Source: an optimization exercise on an open RTL-to-GDS flow (aim: small area). Production flows keep margins and buffers that such runs may drop. Function was checked by simulation only, so behaviour that the tests miss may differ from the original. No activity file was given, so power comes from the tool's default toggle rates.

$ cat design/flow/config.mk
export PLATFORM = sky130hd
export DESIGN_NAME = PICO_MAIN
export DESIGN_NICKNAME = PICO_MAIN
export VERILOG_FILES = /design/flow/design.v
export SDC_FILE = /design/flow/constraint.sdc
export NUM_CORES = 4
export LEC_CHECK = 0
export CAP_MARGIN = 20
export CORE_MARGIN = 2
export CORE_UTILIZATION = 40
export SLEW_MARGIN = 20
$ cat design/flow/constraint.sdc
create_clock -name core_clock -period 10.0 [get_ports {clock}]
set_input_delay 2.0000 -clock core_clock [delete_from_list [all_inputs] [get_ports {clock}]]
set_output_delay 2.0000 -clock core_clock [all_outputs]
set_load 0.01 [all_outputs]
$ cat design/flow/design.v
`timescale 1ns / 1ps
module Frequency_Signal_Detection(
    input clock, reset, JB7, JB8, JB9,
    output reg [1:0] retF, retL, retR,
    output LED9, LED12, LED13
);
    reg [12:0] wcnt;
    reg [6:0] cntF, cntL, cntR;
    reg lastF, lastL, lastR;
    reg [1:0] sigF, sigL, sigR;          
    reg chgL, chgR;                      
    reg [1:0] stF, stL, stR;             
    reg LED9_r, LED12_r, LED13_r;
    wire wz = (wcnt == 13'h0001);
    wire w1 = (wcnt == 13'h1000);
    function [1:0] cls(input [6:0] n);
        cls = (n >= 7'd8 && n <= 7'd33) ? 2'b01 :
              (n >= 7'd34 && n <= 7'd90) ? 2'b10 : 2'b00;
    endfunction
    function [1:0] conf(input [1:0] st, input [1:0] sig, input chg);
        if (sig != 2'b00 && !st[1])
            conf = st + 2'd1;
        else if (sig == 2'b00 || chg)
            conf = 2'd0;
        else
            conf = 2'd3;
    endfunction
    wire [1:0] nF = cls(cntF);
    wire [1:0] nL = cls(cntL);
    wire [1:0] nR = cls(cntR);
    always @(posedge clock) begin
        if (reset) begin
            wcnt <= 13'h0001;
            cntF <= 0; cntL <= 0; cntR <= 0;
            lastF <= 0; lastL <= 0; lastR <= 0;
            sigF <= 0; sigL <= 0; sigR <= 0;
            chgL <= 0; chgR <= 0;
            stF <= 0; stL <= 0; stR <= 0;
            retF <= 0; retL <= 0; retR <= 0;
            LED9_r <= 0; LED12_r <= 0; LED13_r <= 0;
        end else if (wz) begin
            wcnt <= 13'hC70;
            cntF <= 0; cntL <= 0; cntR <= 0;
            if (sigF == 2'b00) begin
                LED13_r <= 1; LED12_r <= 0; LED9_r <= 0;
            end else if (sigF == 2'b01) begin
                LED9_r <= 1; LED13_r <= 0; LED12_r <= 0;
            end else if (sigF == 2'b10) begin
                LED12_r <= 1; LED9_r <= 0; LED13_r <= 0;
            end
            sigF <= nF; sigL <= nL; sigR <= nR;
            chgL <= (nL != sigL);
            chgR <= (nR != sigR);
            stF <= conf(stF, sigF, chgR);
            stL <= conf(stL, sigL, chgL);
            stR <= conf(stR, sigR, chgR);
            retF <= (stF == 2'd3) ? sigF : 2'b00;
            retL <= (stL == 2'd3) ? sigL : 2'b00;
            retR <= (stR == 2'd3) ? sigR : 2'b00;
        end else begin
            wcnt <= {wcnt[11:0], wcnt[12] ^ wcnt[3] ^ wcnt[2] ^ wcnt[0]};
            if (!w1) begin
                if (JB7 && !lastF && !(&cntF)) cntF <= cntF + 7'd1;
                if (JB8 && !lastL && !(&cntL)) cntL <= cntL + 7'd1;
                if (JB9 && !lastR && !(&cntR)) cntR <= cntR + 7'd1;
            end
            lastF <= JB7; lastL <= JB8; lastR <= JB9;
        end
    end
    assign LED9 = LED9_r;
    assign LED12 = LED12_r;
    assign LED13 = LED13_r;
endmodule
`timescale 1ns / 1ps
module servo_controller(
    input clock, reset,
    input [10:0] scnt,
    input [1:0] retF, retL, retR,
    output aim_servo, fire_servo,
    output reg aiming_temp
);
    reg [6:0] fire_counter;              
    reg [20:0] delay;                    
    reg aiming_reg, firing_reg, fired;
    reg [2:0] shots;
    reg [1:0] aim;                       
    reg [10:0] aim_lim, fire_lim;
    always @(*) begin
        case (aim)
            2'd0: aim_lim = 11'd70;
            2'd1: aim_lim = 11'd75;
            2'd2: aim_lim = 11'd270;
            default: aim_lim = 11'd170;
        endcase
        case (shots)
            3'd1, 3'd2: fire_lim = 11'd106;
            3'd3, 3'd4: fire_lim = 11'd140;
            3'd5, 3'd6: fire_lim = 11'd190;
            default: fire_lim = 11'd70;
        endcase
    end
    always @(posedge clock) begin
        if (reset) begin
            aiming_temp <= 0;
            aiming_reg <= 0;
            firing_reg <= 0;
            fired <= 0;
            fire_counter <= 0;
            aim <= 0;
            shots <= 0;
            delay <= 0;
        end else begin
            aiming_reg <= scnt < aim_lim;
            firing_reg <= scnt < fire_lim;
            if (fire_counter[6] && fire_counter[5] && fire_counter[2] && (fire_counter[1] || fire_counter[0]) && !fired) begin    
                delay <= 0;
                fire_counter <= 0;
                fired <= 1;
                shots <= shots + 3'd1;
            end
            if (retF == 2'b10 && !fired && aim != 2'd3 && delay > 21'd400000)
                fire_counter <= fire_counter + 7'd1;
            else if (retL == 2'b10 && !fired && delay > 21'd100000) begin
                aim <= 2'd1;
                aiming_temp <= 1;
            end
            else if (retR == 2'b10 && !fired && delay > 21'd100000) begin
                aim <= 2'd2;
                aiming_temp <= 1;
            end
            else if ((retF != 0 || retL != 0 || retR != 0) && fired)
                aiming_temp <= 0;
            else begin
                if (delay < 21'd2000000)
                    delay <= delay + 21'd1;
                fired <= 0;
                aiming_temp <= 0;
                aim <= 2'd3;
            end
        end
    end
    assign aim_servo = aiming_reg;
    assign fire_servo = firing_reg;
endmodule
`timescale 1ns / 1ps
module Pico_PWM(
    input clock, reset, btnC, SW0, SW1, SW2, SW3, over, aiming_temp,
    output enableA, enableB
);
    reg temp_PWM;
    reg [10:0] pcnt;
    reg [12:0] surge;
    reg [4:0] bcnt;
    reg compBuffer, stop;
    reg [10:0] speed;
    always @(*) begin
        case ({SW2,SW0,SW3,SW1})
            4'b0100: speed = 11'd417;
            4'b0001: speed = 11'd833;
            4'b1000: speed = 11'd1250;
            4'b0010: speed = 11'd1567;
            default: speed = 11'd0;
        endcase
    end
    always @(posedge clock) begin
        if (reset) begin
            pcnt <= 0;
            temp_PWM <= 0;
            compBuffer <= 0;
            bcnt <= 5'd20;
            stop <= 0;
            surge <= 0;
        end else begin
            if (btnC) begin
                stop <= 0;
                compBuffer <= 0;
            end
            if (stop == 0) begin
                if (over)
                    surge <= surge + 13'd1;
            end else
                surge <= 0;
            if (&surge[12:8] && surge[6])      
                stop <= 1;
            else if (over && stop) begin
                if (bcnt[4] && bcnt[2]) begin       
                    bcnt <= 0;
                    compBuffer <= !compBuffer;
                end else
                    bcnt <= bcnt + 5'd1;
            end
            if (!compBuffer && !aiming_temp) begin
                if (pcnt[10] && pcnt[9] && &pcnt[4:0])      
                    pcnt <= 0;
                else
                    pcnt <= pcnt + 11'd1;
                if (pcnt < speed)
                    temp_PWM <= 1;
                if (pcnt > speed)
                    temp_PWM <= 0;
            end else if (aiming_temp)
                temp_PWM <= 0;
        end
    end
    assign enableA = temp_PWM;
    assign enableB = temp_PWM;
endmodule
`timescale 1ns / 1ps
module Pico_timebase(
    input clock, reset,
    output reg [7:0] countn,
    output [10:0] scnt
);
    reg [6:0] shi;
    always @(posedge clock) begin
        if (reset) begin
            countn <= 0;
            shi <= 0;
        end else begin
            countn <= countn + 8'd1;
            if (&countn[3:0])
                shi <= (&shi[6:2]) ? 7'd0 : shi + 7'd1;
        end
    end
    assign scnt = {shi, countn[3:0]};
endmodule
`timescale 1ns / 1ps
module Pico_project_MotorDriver(
    input clock, reset, over, JB1, JB2, JB3,
    output JA1, JA2, JA3, JA4
);
    reg [1:0] dir;
    reg L, R, L2, R2;
    localparam D_STOP = 2'b00, D_FWD = 2'b11, D_RIGHT = 2'b01, D_LEFT = 2'b10;
    always @(posedge clock) begin
        if (reset) begin
            L <= 0; R <= 0; R2 <= 0; L2 <= 0;
            dir <= D_STOP;
        end else if (over) begin
            dir <= D_STOP;
        end else begin
            if ((JB1 && JB2 && JB3) || (!JB1 && !JB2 && !JB3) || (JB1 && !JB2 && !JB3)) begin
                if (R) dir <= D_RIGHT;
                if (L) dir <= D_LEFT;
            end
            if ((!JB1 && JB2 && JB3) || (((!JB1 && !JB2 && JB3) || (!JB1 && JB2 && !JB3)) && (R2 == 0 || L2 == 0)))
                dir <= D_FWD;
            if (!JB1 && !JB2 && JB3) begin
                L <= 1; R <= 0; R2 <= 0; L2 <= 0;
            end
            if (JB1 && !JB2 && JB3) begin
                dir <= D_LEFT; L2 <= 1;
            end
            if (!JB1 && JB2 && !JB3) begin
                L <= 0; R <= 1; R2 <= 0; L2 <= 0;
            end
            if (JB1 && JB2 && !JB3) begin
                dir <= D_RIGHT; R2 <= 1;
            end
        end
    end
    assign JA1 = dir[0];
    assign JA2 = dir[1] & !dir[0];
    assign JA3 = dir[0] & !dir[1];
    assign JA4 = dir[1];
endmodule
`timescale 1ns / 1ps
module Pico_7seg(
    input clock, reset, btnR, over, SW0, SW1, SW2, SW3,
    input [1:0] countn_hi,
    input [1:0] retF, retL, retR,
    output a, b, c, d, e, f, g, dp,
    output [3:0] an
);
    reg [1:0] d0;
    reg [2:0] d13;
    reg stop1;
    reg [12:0] surge1;
    always @(posedge clock) begin
        if (reset) begin
            d0 <= 2'd0;
            d13 <= 3'd0;
            stop1 <= 0;
            surge1 <= 0;
        end else begin
            if (btnR)
                stop1 <= 0;
            if (stop1 == 0) begin
                if (over)
                    surge1 <= surge1 + 13'd1;
            end else
                surge1 <= 0;
            if (&surge1[12:8] && surge1[6])      
                stop1 <= 1;
            if (over && stop1) begin
                d0 <= 2'd1; d13 <= 3'd1;
            end
            if ((retF == 2'b01 || retL == 2'b01 || retR == 2'b01) && !stop1) begin
                d0 <= 2'd2; d13 <= 3'd2;
            end else if ((retF == 2'b10 || retL == 2'b10 || retR == 2'b10) && !stop1) begin
                d0 <= 2'd3; d13 <= 3'd3;
            end else if (!over && !stop1) begin
                if (SW0) d13 <= 3'd4;
                else if (SW1) d13 <= 3'd5;
                else if (SW2) d13 <= 3'd6;
                else if (SW3) d13 <= 3'd7;
                else d13 <= 3'd0;
            end
        end
    end
    reg [6:0] sseg_temp;
    reg [3:0] an_temp;
    always @(*) begin
        case (countn_hi)
            2'b00: an_temp = 4'b1110;
            2'b01: an_temp = 4'b1101;
            2'b10: an_temp = 4'b1011;
            default: an_temp = 4'b0111;
        endcase
        case (countn_hi)
            2'b00:
                case (d0)
                    2'd0: sseg_temp = 7'b1000000;
                    2'd1: sseg_temp = 7'b0101111;
                    2'd2: sseg_temp = 7'b0001110;
                    2'd3: sseg_temp = 7'b1000110;
                endcase
            2'd1:
                case (d13)
                    3'd0: sseg_temp = 7'b1000000;
                    3'd1: sseg_temp = 7'b0101111;
                    3'd2: sseg_temp = 7'b0001110;
                    3'd3: sseg_temp = 7'b1000110;
                    3'd4: sseg_temp = 7'b0010010;
                    3'd5: sseg_temp = 7'b1000000;
                    3'd6: sseg_temp = 7'b0010010;
                    3'd7: sseg_temp = 7'b1000000;
                endcase
            2'd2:
                case (d13)
                    3'd0: sseg_temp = 7'b1000000;
                    3'd1: sseg_temp = 7'b1000110;
                    3'd2: sseg_temp = 7'b0001110;
                    3'd3: sseg_temp = 7'b1000110;
                    3'd4: sseg_temp = 7'b0100100;
                    3'd5: sseg_temp = 7'b0010010;
                    3'd6: sseg_temp = 7'b1111000;
                    3'd7: sseg_temp = 7'b1000000;
                endcase
            2'd3:
                case (d13)
                    3'd0: sseg_temp = 7'b1000000;
                    3'd1: sseg_temp = 7'b1000000;
                    3'd2: sseg_temp = 7'b0001110;
                    3'd3: sseg_temp = 7'b1000110;
                    3'd4: sseg_temp = 7'b0111111;
                    3'd5: sseg_temp = 7'b0111111;
                    3'd6: sseg_temp = 7'b0111111;
                    3'd7: sseg_temp = 7'b1111001;
                endcase
        endcase
    end
    assign an = an_temp;
    assign {g, f, e, d, c, b, a} = sseg_temp;
    assign dp = 1'b1;
endmodule
`timescale 1ns / 1ps
module PICO_MAIN(
input clock,
input reset,
input SW1,SW2,SW3,SW4,SW5,SW6,SW7, SW0,
input compA, compB, btnC, btnR, JB1, JB2, JB3, JB7, JB8, JB9,
	output enableA,enableB,
    output JA1,JA2,JA3,JA4,
    output a, b, c, d, e, f, g, dp,
    output [3:0] an,
    output LED0,LED1,LED2,LED3,LED4,LED5,LED6,LED7,LED9,LED12,LED13,aim_servo,fire_servo
    );
    wire over = !compA || !compB;
    wire [1:0] retF, retL, retR;
    wire [7:0] countn;
    wire [10:0] scnt;
    wire aiming_temp;
    Frequency_Signal_Detection U1(.clock(clock), .reset(reset), .JB7(JB7), .JB8(JB8), .JB9(JB9),
        .retF(retF), .retL(retL), .retR(retR), .LED9(LED9), .LED12(LED12), .LED13(LED13));
    Pico_timebase TB(.clock(clock), .reset(reset), .countn(countn), .scnt(scnt));
    servo_controller U2(.clock(clock), .reset(reset), .scnt(scnt), .retF(retF), .retL(retL), .retR(retR),
        .aim_servo(aim_servo), .fire_servo(fire_servo), .aiming_temp(aiming_temp));
    Pico_PWM PWM1(.clock(clock), .reset(reset), .btnC(btnC), .SW0(SW0), .SW1(SW1), .SW2(SW2), .SW3(SW3),
        .over(over), .aiming_temp(aiming_temp), .enableA(enableA), .enableB(enableB));
    Pico_project_MotorDriver MotorDriver1(.clock(clock), .reset(reset), .over(over), .JB1(JB1), .JB2(JB2), .JB3(JB3),
        .JA1(JA1), .JA2(JA2), .JA3(JA3), .JA4(JA4));
    Pico_7seg display1(.clock(clock), .reset(reset), .btnR(btnR), .over(over), .SW0(SW0), .SW1(SW1), .SW2(SW2), .SW3(SW3),
        .countn_hi(countn[7:6]), .retF(retF), .retL(retL), .retR(retR),
        .a(a), .b(b), .c(c), .d(d), .e(e), .f(f), .g(g), .dp(dp), .an(an));
    assign LED0 = SW0;
    assign LED1 = SW1;
    assign LED2 = SW2;
    assign LED3 = SW3;
    assign LED4 = SW4;
    assign LED5 = SW5;
    assign LED6 = SW6;
    assign LED7 = SW7;
endmodule
$ cat design/flow/flow/run.sh
#!/bin/bash
# The standard layout (standard.sh), with three changes:
#  - synthesis maps the logic with an area-oriented ABC script (flow/abc_area.script)
#    instead of ORFS's delay-oriented one, and leaves adders to ABC instead of
#    mapping them to half-adder cells first; everything else in synthesis, including the
#    -nofsm -noshare wrapper, the flattening and the renaming, is synth_recipe.tcl's;
#  - port buffers are the smallest buffer cell;
#  - the clock tree uses clkbuf_8 sink clusters and no dummy loads.
set -euo pipefail
HERE=$(pwd)
sed 's#^  log_cmd abc {\*}$abc_args$#  set abc_args [lreplace $abc_args 1 1 '"$HERE"'/flow/abc_area.script]\n  log_cmd abc {*}$abc_args#' \
    "$FLOW_HOME/scripts/synth.tcl" > "$HERE/synth_area.tcl.tmp"
# no half-adder cells: leave adders to ABC with the rest of the logic
sed 's#^  \[dont_use_adder_kinds\] ne "none"$#  0#' "$HERE/synth_area.tcl.tmp" > "$HERE/synth_area.tcl"
grep -q 'abc_area.script' "$HERE/synth_area.tcl"
grep -q '^  0$' "$HERE/synth_area.tcl"
sed 's#source $::env(SCRIPTS_DIR)/synth.tcl#source '"$HERE"'/synth_area.tcl#' synth_recipe.tcl > "$HERE/my_synth.tcl"
grep -q 'synth_area.tcl' "$HERE/my_synth.tcl"
sed 's#SYNTH_SCRIPT=[^ ]*#SYNTH_SCRIPT='"$HERE"'/my_synth.tcl#' standard.sh > "$HERE/my_standard.sh"
grep -q 'my_synth.tcl' "$HERE/my_standard.sh"
export BUFFER_PORTS_ARGS="-buffer_cell sky130_fd_sc_hd__buf_1"
export CTS_ARGS="-sink_clustering_enable -repair_clock_nets -dont_use_dummy_load -buf_list sky130_fd_sc_hd__clkbuf_8 -sink_clustering_size 30 -sink_clustering_max_diameter 100"
bash "$HERE/my_standard.sh" > standard.log 2>&1
$ cat design/flow/flow/abc_area.script
&get -n
&deepsyn -T 60 -S 7
&put
strash
dch -f
amap
topo
$ cat design/flow/standard.sh
#!/bin/bash
# synth_recipe.tcl (not shown) runs the flow's synth.tcl, then flattens the netlist and writes it again
# the make line also repeats each setting of config.mk as NAME=value (left out here)
make -C /OpenROAD-flow-scripts/flow DESIGN_CONFIG=/design/flow/config.mk WORK_HOME=/design/flow/orfs CLKGATE_MAP_FILE= SYNTH_SCRIPT=/design/flow/synth_recipe.tcl "${@:-finish}"
==> out/metrics.cfg, run 1 <==
[sta]
fmax_mhz = 177
tightest_slew_ns = 0.807
skew_ns = 0.0202
final.min_clock_period_ns = 5.65
report.final.slew_viol_count = 0
grt_setup_unrepaired = no
slew_headroom = 0.458
setup_viol = 0
fin_crit_sh = 0.565
fin_setup_tns_ns = 0
setup_slack_ns = 4.35
final-hold-violation-count = 0
holdWs_ns = 0.430

[hold_path]
min_from = U1.wcnt[6]
hold_class = reg2reg
worstHoldPathCells = 2
min_to = U1.wcnt[7]

[pwr]
ir_worst_vdd_v = 0.000153
p_per_area_nw_per_um2 = 167
finalPower_w = 0.00128
p_leak_nw = 2.50

[floorplan]
core_area_sq_um = 17200
die_w_um = 136
dieHeight_um = 136
io_pins = 51
rows = 48
initial_utilization = 0.407
dieArea_sq_um = 18600

[yosys]
syn_area_sq_um = 7010
synth_area_per_cell_sq_um = 7.80
synth_cells = 899
postSynth.asyncResetShare = 0
synth-edff-count = 0
synthDistinctLibCells = 45
synth_warnings = 6
synth_nets = 919
yosys_register_bits = 169
ys_seq_area_frac = 0.482
ys.flop_type = dfxtp_1

[finish]
final_cell_count_no_fill = 1177
fillers = 1734
seq_area_sq_um = 3380
largest-register = U2.delay
nets = 974
drive_above_1_share = 0.0242
area_delta_synth_final_pct = 9.03
largest_reg_flops = 21
multi_input_area_sq_um = 3060
diodes = 0

[place]
pre_cts_slack_ns = 4.50
post-place-cells = 1160
hpwl_um = 10000
place_congestion = 0.795
io_buffers = 41

[setup_path]
r2r_slack_ns = 4.35
crit_type = reg2reg
critPathCaptureType = flip-flop
cp.required_ns = 10.37
rr_startpoint = U2.delay[8]
worstPathMaxFanout = 4
timing.rr.end = U2.delay[19]
worstSetupStartpointType = flip-flop
cp.arrival_ns = 6.02
slowest_stage = dfxtp_1
max_stage_delay_ns = 0.33
rr_worst_depth = 34
crit_top_cell = nor2_1

[clock_tree]
cts_tree = yes
htree_num_levels = 4
clock_latency_ns = 0.46
post-cts-setup-buffer-count = 0
cts_hold_buf = 0
cts_max_path_buffers = 2
ctsResizeCount = 0
cts_sinks = 169
numCtsBuffers = 17
path_clk_slew_ns = 0.07
root_buffer = clkbuf_8

[route]
dr.pass1.iters = 4
viasPerCell = 5.12
ant_nets = 0
wirelength_um = 13700
drt_iter0_drc = 258
vias = 6027
drc = 0
avgRoutedWirePerCell_um = 11.6

[flow_run]
maxCapViolCount = 0

[global_routing]
grt_overflow_total = 0
grt_pass1_vias = 5419
grt_start_max_net_pins = 41
antenna_found_initial = 0
track_usage = 0.156
grt_pass1_wl_um = 23600

[status]
status = timing/DRC/antenna clean

[report_power, final]
group / leakage (nW) / internal [W] / total, W / switching, W
combinational: 1.01 / 0.0000593 / 0.000179 / 0.000120
sequential: 1.37 / 0.000718 / 0.000742 / 0.0000250
clock: 0.122 / 0.000150 / 0.000355 / 0.000205
[routing by layer]
| layer | track usage | part of all wire | vias to the layer above |
|---|---|---|---|
| met2 | 0.258 | 0.45 | 94 |
| li1 | - | - | 3232 |
| met5 | 0 | 0 | - |
| met3 | 0.0377 | 0.034 | 12 |
| met1 | 0.200 | 0.51 | 2689 |
| met4 | 0.0486 | 0.011 | 0 |
[cell usage after synthesis (all sizes together) (3+ instances only)]
master / number / share of area
a21oi: 43 / 0.031
nand4: 8 / 0.0071
o211ai: 4 / 0.0043
o22ai: 27 / 0.024
and2: 10 / 0.0089
nand2: 61 / 0.033
or2: 6 / 0.0054
clkinv: 132 / 0.071
o221ai: 3 / 0.0037
o211a: 6 / 0.0086
nor2: 167 / 0.089
nor3b: 4 / 0.0043
a211oi: 30 / 0.032
o31ai: 6 / 0.0064
o21a: 4 / 0.0043
o32ai: 3 / 0.0037
nor4: 6 / 0.0054
nor2b: 12 / 0.011
dfxtp: 169 / 0.48
nand3: 15 / 0.011
buf: 10 / 0.011
and3: 10 / 0.0089
nor3: 70 / 0.050
a32o: 3 / 0.0043
o21ai: 51 / 0.036
a221oi: 3 / 0.0037
o311ai: 3 / 0.0037
a31oi: 9 / 0.0080
[cells by family after synthesis]
group	share of synthesized area
simple gates	0.239
buf+inv	0.0814
other cells	0.000535
flops	0.482
compound gates	0.197
[critical path: cells and delay by family (launching register included)]
kind	cells	cell delay, ns
buf+inv	3	0.33
flops	1	0.33
compound gates	7	1.41
simple gates	24	3.47
[how the worst max path moves through the flow]
stage	startpoint	end	slack [ns]	cells past startpoint
6_report	U2.delay[8]	U2.delay[19]	4.35	34
5_1_grt	U2.delay[8]	U2.delay[19]	3.52	34
4_1_cts	U2.delay[8]	U2.delay[19]	4.45	34
3_5_place_dp	U2.delay[8]	U2.delay[19]	4.50	34
3_3_place_gp	U2.delay[8]	U2.delay[19]	4.58	34
2_1_floorplan	U2.delay[8]	U2.delay[19]	5.18	34
[layout by cell type (no fill, tap or decap), types with 3 or more instances in the layout]
master and n:
dfxtp_1 169, nor2_1 167, clkinv_1 132, nor3_1 70, nand2_1 61, o21ai_0 51
a21oi_1 43, buf_1 40, a211oi_1 30, o22ai_1 27, clkbuf_8 17, nand3_1 15
nor2b_1 12, and3_1 10, and2_0 10, a31oi_1 9, nand4_1 8, o31ai_1 6
nor4_1 6, or2_0 6, o211a_1 6, buf_4 5, o211ai_1 4, o21a_1 4
nor3b_1 4, o221ai_1 3, a221oi_1 3, o32ai_1 3, o311ai_0 3, a32o_1 3
[stage by stage]
| stage | util | area, sq um |
|---|---|---|
| after detailed placement | 0.430 | 7410 |
| after floorplan | - | 7010 |
| final | 0.444 | 7650 |
| after global placement | 0.430 | 7410 |
| after CTS | 0.444 | 7650 |
| after global routing | 0.444 | 7650 |
[layout make-up]
cell class,count,area share
clock buffer,17,0.0306
inverter,132,0.0648
timing repair buffer,46,0.0252
sequential,169,0.442
multi-input combinational,588,0.400
tap,225,0.0368
==> inputs of run 2 (changes only) <==
--- a/design/flow/design.v
+++ b/design/flow/design.v
@@ -1,7 +1,7 @@
 `timescale 1ns / 1ps
 module Frequency_Signal_Detection(
     input clock, reset, JB7, JB8, JB9,
-    output reg [1:0] retF, retL, retR,
+    output [1:0] retF, retL, retR,
     output LED9, LED12, LED13
 );
     reg [12:0] wcnt;
@@ -9,13 +9,13 @@
     reg lastF, lastL, lastR;
     reg [1:0] sigF, sigL, sigR;          
     reg chgL, chgR;                      
-    reg [1:0] stF, stL, stR;             
+    reg [2:0] jF, jL, jR;
     reg LED9_r, LED12_r, LED13_r;
     wire wz = (wcnt == 13'h0001);
     wire w1 = (wcnt == 13'h1000);
     function [1:0] cls(input [6:0] n);
-        cls = (n >= 7'd8 && n <= 7'd33) ? 2'b01 :
-              (n >= 7'd34 && n <= 7'd90) ? 2'b10 : 2'b00;
+        cls = (!n[6] && n[5] && (n[4] || n[3] || (n[2] && n[1]))) ? 2'b01 :
+              (n[6] && !(n[5] && n[4] && n[3] && n[0])) ? 2'b10 : 2'b00;
     endfunction
     function [1:0] conf(input [1:0] st, input [1:0] sig, input chg);
         if (sig != 2'b00 && !st[1])
@@ -25,22 +25,40 @@
         else
             conf = 2'd3;
     endfunction
+    function [1:0] jst(input [2:0] j);
+        jst = (j[1:0] == 2'b11) ? {j[2], !j[2]} : {j[2], j[2]};
+    endfunction
+    function [1:0] jret(input [2:0] j);
+        jret = (j[1:0] == 2'b11) ? 2'b00 : j[1:0];
+    endfunction
+    function [2:0] jnext(input [2:0] j, input [1:0] sig, input chg);
+        reg [1:0] st, ret;
+        begin
+            st = conf(jst(j), sig, chg);
+            ret = (jst(j) == 2'd3) ? sig : 2'b00;
+            if (ret != 2'b00) jnext = {st[1], ret};
+            else if (st == 2'd1 || st == 2'd2) jnext = {st[1], 2'b11};
+            else jnext = {st[1], 2'b00};
+        end
+    endfunction
+    assign retF = jret(jF);
+    assign retL = jret(jL);
+    assign retR = jret(jR);
     wire [1:0] nF = cls(cntF);
     wire [1:0] nL = cls(cntL);
     wire [1:0] nR = cls(cntR);
     always @(posedge clock) begin
         if (reset) begin
             wcnt <= 13'h0001;
-            cntF <= 0; cntL <= 0; cntR <= 0;
+            cntF <= 7'd30; cntL <= 7'd30; cntR <= 7'd30;
             lastF <= 0; lastL <= 0; lastR <= 0;
             sigF <= 0; sigL <= 0; sigR <= 0;
             chgL <= 0; chgR <= 0;
-            stF <= 0; stL <= 0; stR <= 0;
-            retF <= 0; retL <= 0; retR <= 0;
+            jF <= 0; jL <= 0; jR <= 0;
             LED9_r <= 0; LED12_r <= 0; LED13_r <= 0;
         end else if (wz) begin
             wcnt <= 13'hC70;
-            cntF <= 0; cntL <= 0; cntR <= 0;
+            cntF <= 7'd30; cntL <= 7'd30; cntR <= 7'd30;
             if (sigF == 2'b00) begin
                 LED13_r <= 1; LED12_r <= 0; LED9_r <= 0;
             end else if (sigF == 2'b01) begin
@@ -51,18 +69,15 @@
             sigF <= nF; sigL <= nL; sigR <= nR;
             chgL <= (nL != sigL);
             chgR <= (nR != sigR);
-            stF <= conf(stF, sigF, chgR);
-            stL <= conf(stL, sigL, chgL);
-            stR <= conf(stR, sigR, chgR);
-            retF <= (stF == 2'd3) ? sigF : 2'b00;
-            retL <= (stL == 2'd3) ? sigL : 2'b00;
-            retR <= (stR == 2'd3) ? sigR : 2'b00;
+            jF <= jnext(jF, sigF, chgR);
+            jL <= jnext(jL, sigL, chgL);
+            jR <= jnext(jR, sigR, chgR);
         end else begin
             wcnt <= {wcnt[11:0], wcnt[12] ^ wcnt[3] ^ wcnt[2] ^ wcnt[0]};
             if (!w1) begin
-                if (JB7 && !lastF && !(&cntF)) cntF <= cntF + 7'd1;
-                if (JB8 && !lastL && !(&cntL)) cntL <= cntL + 7'd1;
-                if (JB9 && !lastR && !(&cntR)) cntR <= cntR + 7'd1;
+                if (JB7 && !lastF && !(cntF[6] && cntF[5] && cntF[4] && cntF[3] && cntF[0])) cntF <= cntF + 7'd1;
+                if (JB8 && !lastL && !(cntL[6] && cntL[5] && cntL[4] && cntL[3] && cntL[0])) cntL <= cntL + 7'd1;
+                if (JB9 && !lastR && !(cntR[6] && cntR[5] && cntR[4] && cntR[3] && cntR[0])) cntR <= cntR + 7'd1;
             end
             lastF <= JB7; lastL <= JB8; lastR <= JB9;
         end
@@ -80,7 +95,12 @@
     output reg aiming_temp
 );
     reg [6:0] fire_counter;              
-    reg [20:0] delay;                    
+    reg [4:0] dhi;                       
+    reg [16:0] dlo;                      
+    wire dlo_top = dlo[16] && dlo[15] && dlo[10] && dlo[9] && dlo[7] && dlo[5];    
+    wire d_gt100k = |dhi;
+    wire d_gt400k = dhi[4] || dhi[3] || dhi[2];
+    wire d_max = dhi[4] && dhi[1] && dhi[0] && dlo_top;                          
     reg aiming_reg, firing_reg, fired;
     reg [2:0] shots;
     reg [1:0] aim;                       
@@ -108,31 +128,38 @@
             fire_counter <= 0;
             aim <= 0;
             shots <= 0;
-            delay <= 0;
+            dhi <= 0;
+            dlo <= 0;
         end else begin
             aiming_reg <= scnt < aim_lim;
             firing_reg <= scnt < fire_lim;
             if (fire_counter[6] && fire_counter[5] && fire_counter[2] && (fire_counter[1] || fire_counter[0]) && !fired) begin    
-                delay <= 0;
+                dhi <= 0;
+                dlo <= 0;
                 fire_counter <= 0;
                 fired <= 1;
                 shots <= shots + 3'd1;
             end
-            if (retF == 2'b10 && !fired && aim != 2'd3 && delay > 21'd400000)
+            if (retF == 2'b10 && !fired && aim != 2'd3 && d_gt400k)
                 fire_counter <= fire_counter + 7'd1;
-            else if (retL == 2'b10 && !fired && delay > 21'd100000) begin
+            else if (retL == 2'b10 && !fired && d_gt100k) begin
                 aim <= 2'd1;
                 aiming_temp <= 1;
             end
-            else if (retR == 2'b10 && !fired && delay > 21'd100000) begin
+            else if (retR == 2'b10 && !fired && d_gt100k) begin
                 aim <= 2'd2;
                 aiming_temp <= 1;
             end
             else if ((retF != 0 || retL != 0 || retR != 0) && fired)
                 aiming_temp <= 0;
             else begin
-                if (delay < 21'd2000000)
-                    delay <= delay + 21'd1;
+                if (!d_max) begin
+                    if (dlo_top) begin
+                        dlo <= 17'd1;
+                        dhi <= dhi + 5'd1;
+                    end else
+                        dlo <= dlo + 17'd1;
+                end
                 fired <= 0;
                 aiming_temp <= 0;
                 aim <= 2'd3;
==> run 2 against run 1 <==
Compared with the run above:
- first-iteration DRC count rose by 22%
- fmax is 29% higher
- synthesized area decreased by 2.9%
- power grew 3.2%
- largest power group unchanged
- clock skew increased by 0.0057 ns
- largest cell class unchanged
- setup slack improved by 1.3 ns
==> out/metrics.cfg, run 2 <==
[status]
status = timing/DRC/antenna clean

[pwr]
ir_worst_vdd_v = 0.000118
finalPower_w = 0.00132
p_per_area_nw_per_um2 = 178
seqPwrFrac = 0.573
pwr-share-clk = 0.267
p_sw_w = 0.000377
p_leak_nw = 2.56
switching_share = 0.286
internal_power_w = 0.000941
power.share.combinational = 0.160

[setup_path]
worstSetupStartpointType = input port
cp.required_ns = 8.00
crit_path_start = SW1
worstPathMaxFanout = 6
path_depth = 2
cp.arrival_ns = 2.39
critPathCapture = LED1
rr_worst_depth = 21
timing.rr.end = U2.dlo[16]
crit_top_cell = buf_1
path_cells = buf_1 -> buf_1
slowest_stage = buf_1
max_stage_delay_ns = 0.21
r2r_slack_ns = 5.92
crit_type = in2out
critPathTopFamily = buffers and inverters
crit_buf_inv = 2
rr_startpoint = U1.jF[1]
critPathCaptureType = output port

[yosys]
ys_top_cells_by_count = nor2_1, dfxtp_1, clkinv_1
synth_top_family_by_area = simple AND/OR/NAND/NOR gates
ys_seq_area_frac = 0.491
synth_top_area_frac = 0.491
ys.flop_type = dfxtp_1
synth-edff-count = 0
synth_nets = 896
synth_xor_area_frac = 0.00129
yosysTopAreaCell = dfxtp_1
synth-simple-area-share = 0.262
synth_area_per_cell_sq_um = 7.77
syn_area_sq_um = 6810
yosys_register_bits = 167
synth.area.mux_share = 0
synth_warnings = 6
synth_compound_area_frac = 0.174
synth_area_leaders = dfxtp_1, nor2_1, clkinv_1
yosysMostFrequentCell = nor2_1
postSynth.asyncResetShare = 0
synth_adder_area_share = 0
synth_cells = 876
synthDistinctLibCells = 47

[route]
wirelength_um = 12900
vias = 5660
drt_iter0_drc = 316
ant_nets = 0
avgRoutedWirePerCell_um = 11.3
dr.pass1.iters = 4
viasPerCell = 4.93
drc = 0

[floorplan]
io_pins = 51
dieArea_sq_um = 18100
initial_utilization = 0.410
die_w_um = 134
rows = 47
core_area_sq_um = 16600
dieHeight_um = 134

[global_routing]
grt_pass1_vias = 5143
antenna_found_initial = 0
track_usage = 0.151
grt_start_max_net_pins = 41
grt_pass1_wl_um = 22500
grt_overflow_total = 0

[clock_tree]
path_clk_slew_ns = 0.09
numCtsBuffers = 17
htree_num_levels = 4
clock_latency_ns = 0.45
root_buffer = clkbuf_8
cts_sinks = 167
cts_max_path_buffers = 2
cts_tree = yes
cts_hold_buf = 0
ctsResizeCount = 0
post-cts-setup-buffer-count = 0

[sta]
grt_setup_unrepaired = no
final-hold-violation-count = 0
tightest_slew_ns = 0.982
setup_slack_ns = 5.61
setup_viol = 0
fin_setup_tns_ns = 0
fin_crit_sh = 0.439
fmax_mhz = 228
slew_headroom = 0.329
final.min_clock_period_ns = 4.39
skew_ns = 0.0259
report.final.slew_viol_count = 0

[finish]
nets = 949
area_delta_synth_final_pct = 8.99
final_common_cell = nor2_1
final_cell_mix = nor2_1, dfxtp_1, clkinv_1
fin_util = 0.447
largest-register = U2.dlo
largest_reg_flops = 17
diodes = 0
drive_above_1_share = 0.0227

[place]
hpwl_um = 9260
place_congestion = 0.783
pre_cts_slack_ns = 5.61
io_buffers = 41

[flow_run]
maxCapViolCount = 0

[hold_path]
hold_class = reg2reg

## run 2: cell count changes in the layout (fill, tap and decap cells not counted), sizes merged, moves of 11 or more
cell	change
a21oi	-13
and3	+11
clkinv	-23
nor2	+22
o21ai	+23
o22ai	-20
## run 2: logic make-up after synthesis
| kind of cell | after synthesis |
|---|---|
| xor gates and xnor gates | 1 |
| DFF | 167 |
| buffers and inverters | 119 |
| and+or+nand+nor | 400 |
| AOI/OAI and AO/OA | 188 |
| other | 1 |
## run 2: routing by layer
layer / wire length (um) / GRT usage
met5: 0 / 0
met4: 71 / 0.0421
met3: 433 / 0.0427
met2: 5760 / 0.249
met1: 6670 / 0.192
## run 2: how the worst min path moves through the flow
| stage | end | start | cells past startpoint |
|---|---|---|---|
| global route | U1.wcnt[7] | U1.wcnt[6] | 2 |
| CTS | U1.wcnt[7] | U1.wcnt[6] | 2 |
| floorplan | U1.wcnt[9] | U1.wcnt[8] | 2 |
| detailed placement | U1.wcnt[7] | U1.wcnt[6] | 2 |
| global placement | U1.wcnt[12] | U1.wcnt[11] | 2 |
| finish | U1.wcnt[7] | U1.wcnt[6] | 2 |
## run 2: area by class of cell
| class | instances | area (sq um) |
|---|---|---|
| fill | 1724 | 9170 |
| sequential | 167 | 3340 |
| clock buffer | 17 | 234 |
| inverter | 109 | 409 |
| multi-input combinational | 590 | 2980 |
| timing repair buffer | 44 | 178 |
| tap | 220 | 275 |
## run 2: power groups by stage
stage          clock (W)  combinational [W]  sequential (W)
2_1_floorplan          0           0.000154        0.000765
3_3_place_gp           0           0.000211        0.000770
3_5_place_dp           0           0.000212        0.000770
4_1_cts         0.000368           0.000213        0.000755
5_1_grt         0.000396           0.000246        0.000764
6_report        0.000352           0.000210        0.000755
## run 2: per-stage QoR
stage,instances,area [sq um],hold slack (ns)
floorplan,876,6810,0.403
global placement,1130,7180,0.411
detailed placement,1130,7180,0.413
CTS,1147,7420,0.408
global route,1147,7420,0.424
finish,1147,7420,0.409

-- port drivers added, routing unchanged --
In the flow no input, the clock included, has a driving cell. The finished layouts below were timed again as built, in two steps.
Step 1 assumes that a clkbuf_16 drives the clock port and a buf_2 every other input.
Step 2 times the ports against the registers' clock, not the clock port: input delays grow and output delays shrink by t, the midpoint of the rising clock arrivals with the driver on.
Slacks: no drivers / after step 1 / after step 2; pairs: no drivers / after step 1.
run	t, ns	slack for setup (ns)	worst setup path after step 2	slew at the worst register clock pin (ns)
run 1	0.482	4.351 / 4.351 / 4.351	register to register	0.09 / 0.09
run 2	0.471	5.609 / 5.586 / 5.577	input to register	0.09 / 0.09
After both steps setup and hold are still met in every run listed. The setup slack of run 2, which loses most, moves by -0.023 ns with the drivers and by -0.032 ns with both steps.
